Context: an optimization exercise on an open-source flow, tuned for small area. The choices shown serve that exercise and are no tape-out recipe. At most, simulation tests tie the RTL to the original design; equivalence was not proved. Power and IR drop assume default switching activity.

## the reference run
==> flow/design.v <==
module top_given(clk, rst_n, RXD, TXD);
    input clk;
    input rst_n;
    input RXD;
    output reg TXD;
    localparam RX = 2'd0, TX0 = 2'd1, TX2 = 2'd3;
    reg [8:0] c;
    reg [3:0] j;
    reg [1:0] f;
    wire tx = |f;
    wire j15 = (j == 4'd15);
    wire pulse = c[8] & c[7] & c[5] & c[4] & c[0];     
    wire restart = ((f == RX) && (j == 4'd8) && c[4] && c[2] && c[1]) ||   
                   (tx && (j == 4'd10) && c[0]);                           
    wire hold = (f == RX) && j15 && c[7] && c[6] && c[5] && RXD;
    always @(posedge clk or negedge rst_n) begin
        if (!rst_n) begin
            c <= 9'd0;
            j <= 4'd15;
            f <= RX;
        end else begin
            c <= restart ? 9'd215 : pulse ? 9'd0 : c + {8'd0, !hold};
            if (restart) j <= 4'd15; else if (pulse) j <= j + 1'b1;
            if (restart) f <= f + 1'b1;
        end
    end
    reg [2:0] phi;
    always @(posedge clk) phi <= phi + 1'b1;
    reg [63:0] r;
    wire clr = (f == RX) && j15 && (c[8:6] == 3'd0);
    wire chain = clr || ((f == RX) && j15 && (c[8:3] == 6'd27));
    wire ins0 = chain || ((f == RX) && (c[8:3] == 6'd53) && (phi == j[2:0]));
    integer k;
    always @(posedge clk) begin
        for (k = 0; k < 8; k = k + 1)
            r[k*8 +: 7] <= r[k*8+1 +: 7];
        r[7] <= ins0 ? ((RXD & !chain) ^ (&phi)) : r[0];
        for (k = 1; k < 8; k = k + 1)
            r[k*8+7] <= chain ? r[(k-1)*8] : r[k*8];
    end
    wire [3:0] tapA = {r[3*8+1], r[2*8+3], r[1*8+5], r[0*8+0]};
    wire [3:0] tapB = {r[4*8+1], r[5*8+3], r[6*8+5], r[7*8+0]};
    wire [3:0] col = c[7:4];
    wire       rho = c[3];
    wire [2:0] psi = phi - col[2:0];
    reg        pres;
    reg  [1:0] q;
    reg  [2:0] s;
    always @(*) begin
        pres = 1'b0; q = 2'd0; s = 3'd0;
        case ({rho, psi})
            4'b0_000: begin pres = 1'b1; q = 2'd0; s = 3'd0; end
            4'b1_000: begin pres = 1'b1; q = 2'd2; s = 3'd5; end
            4'b0_010: begin pres = 1'b1; q = 2'd2; s = 3'd3; end
            4'b1_010: begin pres = 1'b1; q = 2'd3; s = 3'd5; end
            4'b0_011: begin pres = 1'b1; q = 2'd1; s = 3'd0; end
            4'b1_011: begin pres = 1'b1; q = 2'd3; s = 3'd4; end
            4'b0_100: begin pres = 1'b1; q = 2'd2; s = 3'd1; end
            4'b1_100: begin pres = 1'b1; q = 2'd3; s = 3'd3; end
            4'b0_101: begin pres = 1'b1; q = 2'd2; s = 3'd0; end
            4'b1_101: begin pres = 1'b1; q = 2'd3; s = 3'd2; end
            4'b0_110: begin pres = 1'b1; q = 2'd0; s = 3'd2; end
            4'b1_110: begin pres = 1'b1; q = 2'd3; s = 3'd1; end
            4'b0_111: begin pres = 1'b1; q = 2'd1; s = 3'd4; end
            4'b1_111: begin pres = 1'b1; q = 2'd3; s = 3'd0; end
            default: ;
        endcase
    end
    wire valid = pres && ((col[2:0] >= s) ^ col[3]);
    wire bA = valid & tapA[q];
    wire bB = valid & tapB[q];
    reg  [5:0] a;
    wire [5:0] v = a + bA + bB;
    wire colend = (c[3:0] == 4'd15);
    always @(posedge clk) begin
        if (c[8])
            a <= 6'd0;
        else if (colend)
            a <= {1'b0, v[5:1]};
        else
            a <= v;
    end
    wire [3:0] target = {f != TX2, (f == TX0) ? 3'd7 : j[2:0]};
    reg ybit;
    always @(posedge clk) begin
        if (!c[8] && colend && (col == target))
            ybit <= v[0] ^ (&col);
    end
    always @(posedge clk or negedge rst_n) begin
        if (!rst_n)
            TXD <= 1'b1;
        else if (tx && pulse)
            TXD <= (j == 4'd15) ? 1'b0 : (j[3] ? 1'b1 : ybit);
    end
endmodule
==> flow/config.mk <==
export PLATFORM = sky130hd
export DESIGN_NAME = top_given
export DESIGN_NICKNAME = top_given
export VERILOG_FILES = /design/flow/design.v
export SDC_FILE = /design/flow/constraint.sdc
export NUM_CORES = 4
export LEC_CHECK = 0
export CAP_MARGIN = 20
export CORE_MARGIN = 2
export CORE_UTILIZATION = 40
export PLACE_DENSITY = 0.6
export SLEW_MARGIN = 20
==> flow/constraint.sdc <==
create_clock -name core_clock -period 20.0 [get_ports {clk}]
set_input_delay 4.0000 -clock core_clock [delete_from_list [all_inputs] [get_ports {clk}]]
set_output_delay 4.0000 -clock core_clock [all_outputs]
set_load 0.01 [all_outputs]
standard.sh (not shown) runs the stock make flow with config.mk's settings and CLKGATE_MAP_FILE= SYNTH_SCRIPT=/design/flow/synth_recipe.tcl, a recipe that flattens the netlist after the stock synthesis.
==> flow/flow/run.sh <==
#!/bin/bash
# Standard ORFS layout, with clock tree synthesis told not to add dummy
# load cells and to use small clock buffers.
set -euo pipefail
export CTS_ARGS="-sink_clustering_enable -repair_clock_nets -dont_use_dummy_load -root_buf sky130_fd_sc_hd__clkbuf_8 -buf_list sky130_fd_sc_hd__clkbuf_4"
bash standard.sh > standard.log 2>&1
The reference run ended with every stage complete and zero timing, DRC or antenna violations.
For the trial run, these inputs were changed with respect to the reference run:
Settings: CORE_UTILIZATION now 70, was 40; PLACE_DENSITY now 0.85, was 0.6.
--- outcome ---
- Status: clock skew parity (the reference run, the trial run)
- The trial run vs. the reference run: data required time of the worst path rose by 4180 ps; worst hold slack about even; global-route wire length before repair went down by about 7%; die area -about 40%.
- Looking at worst setup path endpoint, the TXD result is from the reference run; the c[6]$_DFF_PN0_ one comes from the trial run.
- Diff the trial run..the reference run | number of nets produced by synthesis | unchanged
- Master of the slowest instance on the critical path = dfstp_2: the reference run; master of the slowest instance on the critical path = clkdlybuf4s50_1: the trial run
Function was not checked in any run of this note: the RTL went through the layout flow alone.

* * *

== v52 ==
top_given, a different RTL version from the one above (not shown whole).
For scale: roughly 90 flip-flops, about 4 I/O pins.
==> flow/config.mk <==
export PLATFORM = sky130hd
export DESIGN_NAME = top_given
export DESIGN_NICKNAME = top_given
export VERILOG_FILES = /design/flow/design.v
export SDC_FILE = /design/flow/constraint.sdc
export NUM_CORES = 4
export LEC_CHECK = 0
export CAP_MARGIN = 20
export CORE_MARGIN = 2
export CORE_UTILIZATION = 40
export PLACE_DENSITY = 0.6
export SLEW_MARGIN = 20
==> flow/constraint.sdc <==
create_clock -name core_clock -period 20.0 [get_ports {clk}]
set_input_delay 4.0000 -clock core_clock [delete_from_list [all_inputs] [get_ports {clk}]]
set_output_delay 4.0000 -clock core_clock [all_outputs]
set_load 0.01 [all_outputs]
==> flow/flow/run.sh <==
#!/bin/bash
set -euo pipefail
export CTS_ARGS="-dont_use_dummy_load -root_buf sky130_fd_sc_hd__clkbuf_8 -buf_list sky130_fd_sc_hd__clkbuf_4"
bash standard.sh > standard.log 2>&1
v52 went all the way through the flow, and no timing, DRC or antenna check failed.
Input changes introduced in v1 (baseline for comparison: v52):
==> flow/flow/run.sh <==
#!/bin/bash
set -euo pipefail
export CTS_ARGS="-sink_clustering_enable -dont_use_dummy_load -root_buf sky130_fd_sc_hd__clkbuf_8 -buf_list sky130_fd_sc_hd__clkbuf_4"
bash standard.sh > standard.log 2>&1
### Flow results
[compare] base=v52 new=v1: die area roughly the same; total chip power roughly the same; number of tapcells roughly the same.
> inputs changed (v1 -> v50)
==> flow/flow/run.sh <==
#!/bin/bash
set -euo pipefail
export CTS_ARGS="-sink_clustering_enable -dont_use_dummy_load -root_buf sky130_fd_sc_hd__clkbuf_8 -tree_buf sky130_fd_sc_hd__clkbuf_4 -buf_list sky130_fd_sc_hd__clkbuf_4"
bash standard.sh > standard.log 2>&1
==> comparison <==
Changes observed in v50 relative to v1: diode insertion count for antenna repair has remained practically unchanged, growth of design area from synthesis to finish has remained practically unchanged, count of flip-flops with a built-in enable after synthesis has remained practically unchanged, clock period minus final worst setup slack has remained practically unchanged.
diff inputs: v50 => v32
==> flow/flow/run.sh <==
#!/bin/bash
# The standard ORFS layout (standard.sh, standard synthesis unchanged), with
# clock tree synthesis told not to add dummy load cells for skew balancing.
# standard.sh's full output goes to standard.log; ORFS keeps each step's log
# under orfs/logs/.
set -euo pipefail
export CTS_ARGS="-sink_clustering_enable -repair_clock_nets -dont_use_dummy_load"
bash standard.sh > standard.log 2>&1
--- outcome ---
v32 reached the end of the flow, and the finished layout is clean on the timing, design-rule and antenna checks. v32 -> v50: total standard cell area after synthesis delta 0, exact match. As far as wire length goes, v50 and v32 are indistinguishable; the numbers are identical. On sequential share of layout area, v32 tracks v50 almost exactly. Re post-detailed-route wirelength per cell: no difference whatsoever between v32 and v50.

* * *

old:
top_given, a different RTL version from the one above (not shown whole).
Size: ~290 cells after synthesis, ~90 flip-flops, about 4 I/O pins.
// top_given
module top_given(clk, rst_n, RXD, TXD);
    input clk;
    input rst_n;
    input RXD;
    output reg TXD;
    localparam RX = 2'd0, TX0 = 2'd1, TX2 = 2'd3;
    reg [8:0] c;
    reg [3:0] j;
    reg [1:0] f;
    wire tx = |f;
    wire j15 = (j == 4'd15);
    wire pulse = c[8] & c[7] & c[5] & c[4] & c[0];     
    wire restart = ((f == RX) && (j == 4'd8) && c[4] && c[2] && c[1]) ||   
                   (tx && (j == 4'd10) && c[0]);                           
    wire hold = (f == RX) && j15 && c[7] && c[6] && c[5] && RXD;
    always @(posedge clk or negedge rst_n) begin
        if (!rst_n) begin
            c <= 9'd0;
            j <= 4'd15;
            f <= RX;
        end else if (restart) begin
            c <= 9'd215;
            j <= 4'd15;
            f <= f + 1'b1;
        end else if (!hold) begin
            c <= pulse ? 9'd0 : c + 1'b1;
            if (pulse) j <= j + 1'b1;
        end
    end
    reg [2:0] phi;
    always @(posedge clk) phi <= phi + 1'b1;
    reg [63:0] r;
    wire clr = (f == RX) && j15 && (c[8:6] == 3'd0);
    wire chain = clr || ((f == RX) && j15 && (c[8:3] == 6'd27));
    wire ins0 = chain || ((f == RX) && (c[8:3] == 6'd53) && (phi == j[2:0]));
    integer k;
    always @(posedge clk) begin
        for (k = 0; k < 8; k = k + 1)
            r[k*8 +: 7] <= r[k*8+1 +: 7];
        r[7] <= ins0 ? (RXD & !chain) : r[0];
        for (k = 1; k < 8; k = k + 1)
            r[k*8+7] <= chain ? r[(k-1)*8] : r[k*8];
    end
    wire [3:0] tapA = {r[3*8+1], r[2*8+6], r[1*8+4], r[0*8+0]};
    wire [3:0] tapB = {r[4*8+1], r[5*8+6], r[6*8+4], r[7*8+0]};
    wire [3:0] col = c[7:4];
    wire       rho = c[3];
    wire [2:0] psi = phi - col[2:0];
    reg        pres;
    reg  [1:0] q;
    reg  [2:0] s;
    always @(*) begin
        pres = 1'b0; q = 2'd0; s = 3'd0;
        case ({rho, psi})
            4'b0_000: begin pres = 1'b1; q = 2'd0; s = 3'd0; end
            4'b1_000: begin pres = 1'b1; q = 2'd1; s = 3'd4; end
            4'b0_001: begin pres = 1'b1; q = 2'd2; s = 3'd1; end
  ...
==> flow/config.mk <==
export PLATFORM = sky130hd
export DESIGN_NAME = top_given
export DESIGN_NICKNAME = top_given
export VERILOG_FILES = /design/flow/design.v
export SDC_FILE = /design/flow/constraint.sdc
export NUM_CORES = 4
export LEC_CHECK = 0
export CAP_MARGIN = 20
export CORE_MARGIN = 2
export CORE_UTILIZATION = 40
export PLACE_DENSITY = 0.6
export SLEW_MARGIN = 20
==> flow/constraint.sdc <==
create_clock -name core_clock -period 20.0 [get_ports {clk}]
set_input_delay 4.0000 -clock core_clock [delete_from_list [all_inputs] [get_ports {clk}]]
set_output_delay 4.0000 -clock core_clock [all_outputs]
set_load 0.01 [all_outputs]
==> flow/flow/run.sh <==
#!/bin/bash
# Standard ORFS layout, with clock tree synthesis told not to add dummy
# load cells.
set -euo pipefail
export CTS_ARGS="-sink_clustering_enable -repair_clock_nets -dont_use_dummy_load -sink_clustering_levels 1 -sink_clustering_size 50 -sink_clustering_max_diameter 200"
bash standard.sh > standard.log 2>&1
Relative to old, the following input files were edited for new:
==> flow/flow/run.sh <==
#!/bin/bash
# Standard ORFS layout, with clock tree synthesis told not to add dummy
# load cells.
set -euo pipefail
export CTS_ARGS="-sink_clustering_enable -repair_clock_nets -dont_use_dummy_load -buf_list sky130_fd_sc_hd__clkbuf_16 -sink_clustering_size 100 -sink_clustering_max_diameter 500"
bash standard.sh > standard.log 2>&1
[summary]
Compared with old, sum of internal, switching and leakage power in new increased by more than 10%.
The lower total via count after detailed routing of new and old is in new.
Total of fill cells in the finished design of new falls short of that of old slightly.
No functional check of the RTL was part of any run of this note.

* * *

== red ==
Starting RTL as in the previous note.
clock: 20.0 ns
lec_check: 0
cap_margin: 20
core_margin: 2
core_utilization: 40
cts_cluster_diameter: 500
cts_cluster_size: 100
place_density: 0.6
slew_margin: 20
run.sh (not shown) runs the stock make flow with config.mk's settings and CLKGATE_MAP_FILE= SYNTH_SCRIPT=/design/flow/synth_recipe.tcl, a recipe that flattens the netlist after the stock synthesis.
Stock flow here: none of the scripts above is used.
red completed; timing, DRC and antenna clean
Here is what was changed in the inputs of blue compared with red.
==> flow/flow/run.sh (new file) <==
#!/bin/bash
# Standard ORFS layout, with clock tree synthesis told not to add dummy
# load cells and to cluster the sinks into larger groups.
set -euo pipefail
export CTS_ARGS="-sink_clustering_enable -repair_clock_nets -dont_use_dummy_load -sink_clustering_size 100 -sink_clustering_max_diameter 500"
bash standard.sh > standard.log 2>&1
==> flow/standard.sh (new file) <==
#!/bin/bash
# synth_recipe.tcl (not shown) runs the flow's synth.tcl, then flattens the netlist and writes it again
# the make line also repeats each setting of config.mk as NAME=value (left out here)
make -C /OpenROAD-flow-scripts/flow DESIGN_CONFIG=/design/flow/config.mk WORK_HOME=/design/flow/orfs CLKGATE_MAP_FILE= SYNTH_SCRIPT=/design/flow/synth_recipe.tcl "${@:-finish}"
--- a/flow/config.mk
+++ b/flow/config.mk
@@ -9,6 +9,4 @@
 export CORE_MARGIN = 2
 export CORE_UTILIZATION = 40
-export CTS_CLUSTER_DIAMETER = 500
-export CTS_CLUSTER_SIZE = 100
 export PLACE_DENSITY = 0.6
 export SLEW_MARGIN = 20
removed: flow/run.sh
### Flow results
Compared blue vs red, and sequential share of layout area is up in blue.
Looking at critical path depth, blue sits 5 higher than red does.
Diff red -> blue: routed wire length lost about 0.9%; worst path required time moved up.
Function was not checked in any run of this note: the RTL went through the layout flow alone.

[re-timing with driven ports]
The flow's constraints put no driver on any port. The routed layouts listed below were extracted and timed again, unchanged, in two steps. Step 1, drivers: a clkbuf_16 drives clk and a buf_2 each remaining input, both assumed. Step 2, shift: input delay + t, output delay - t, t = (earliest + latest rising clock arrival at the registers) / 2. This alone moves slack from input paths to output paths. Slacks: ideal / step 1 / step 2; pairs: ideal / step 1.
| run | t (ns) | setup slack, ns | worst setup path at the end |
|---|---|---|---|
| the reference run | 0.372 | 14.594 / 14.563 / 14.234 | input to register |
| the trial run | 0.368 | 14.612 / 14.596 / 14.251 | input to register |
| v52 | 0.366 | 14.442 / 14.447 / 14.081 | input to register |
| v1 | 0.366 | 14.442 / 14.447 / 14.081 | input to register |
| v50 | 0.366 | 14.442 / 14.447 / 14.081 | input to register |
| v32 | 0.366 | 14.442 / 14.447 / 14.081 | input to register |
| old | 0.368 | 14.581 / 14.573 / 14.220 | input to register |
| new | 0.360 | 14.528 / 14.539 / 14.179 | input to register |
| red | 0.381 | 14.574 / 14.545 / 14.227 | input to register |
| blue | 0.368 | 14.581 / 14.573 / 14.220 | input to register |
After both steps setup and hold are still met in every run listed.
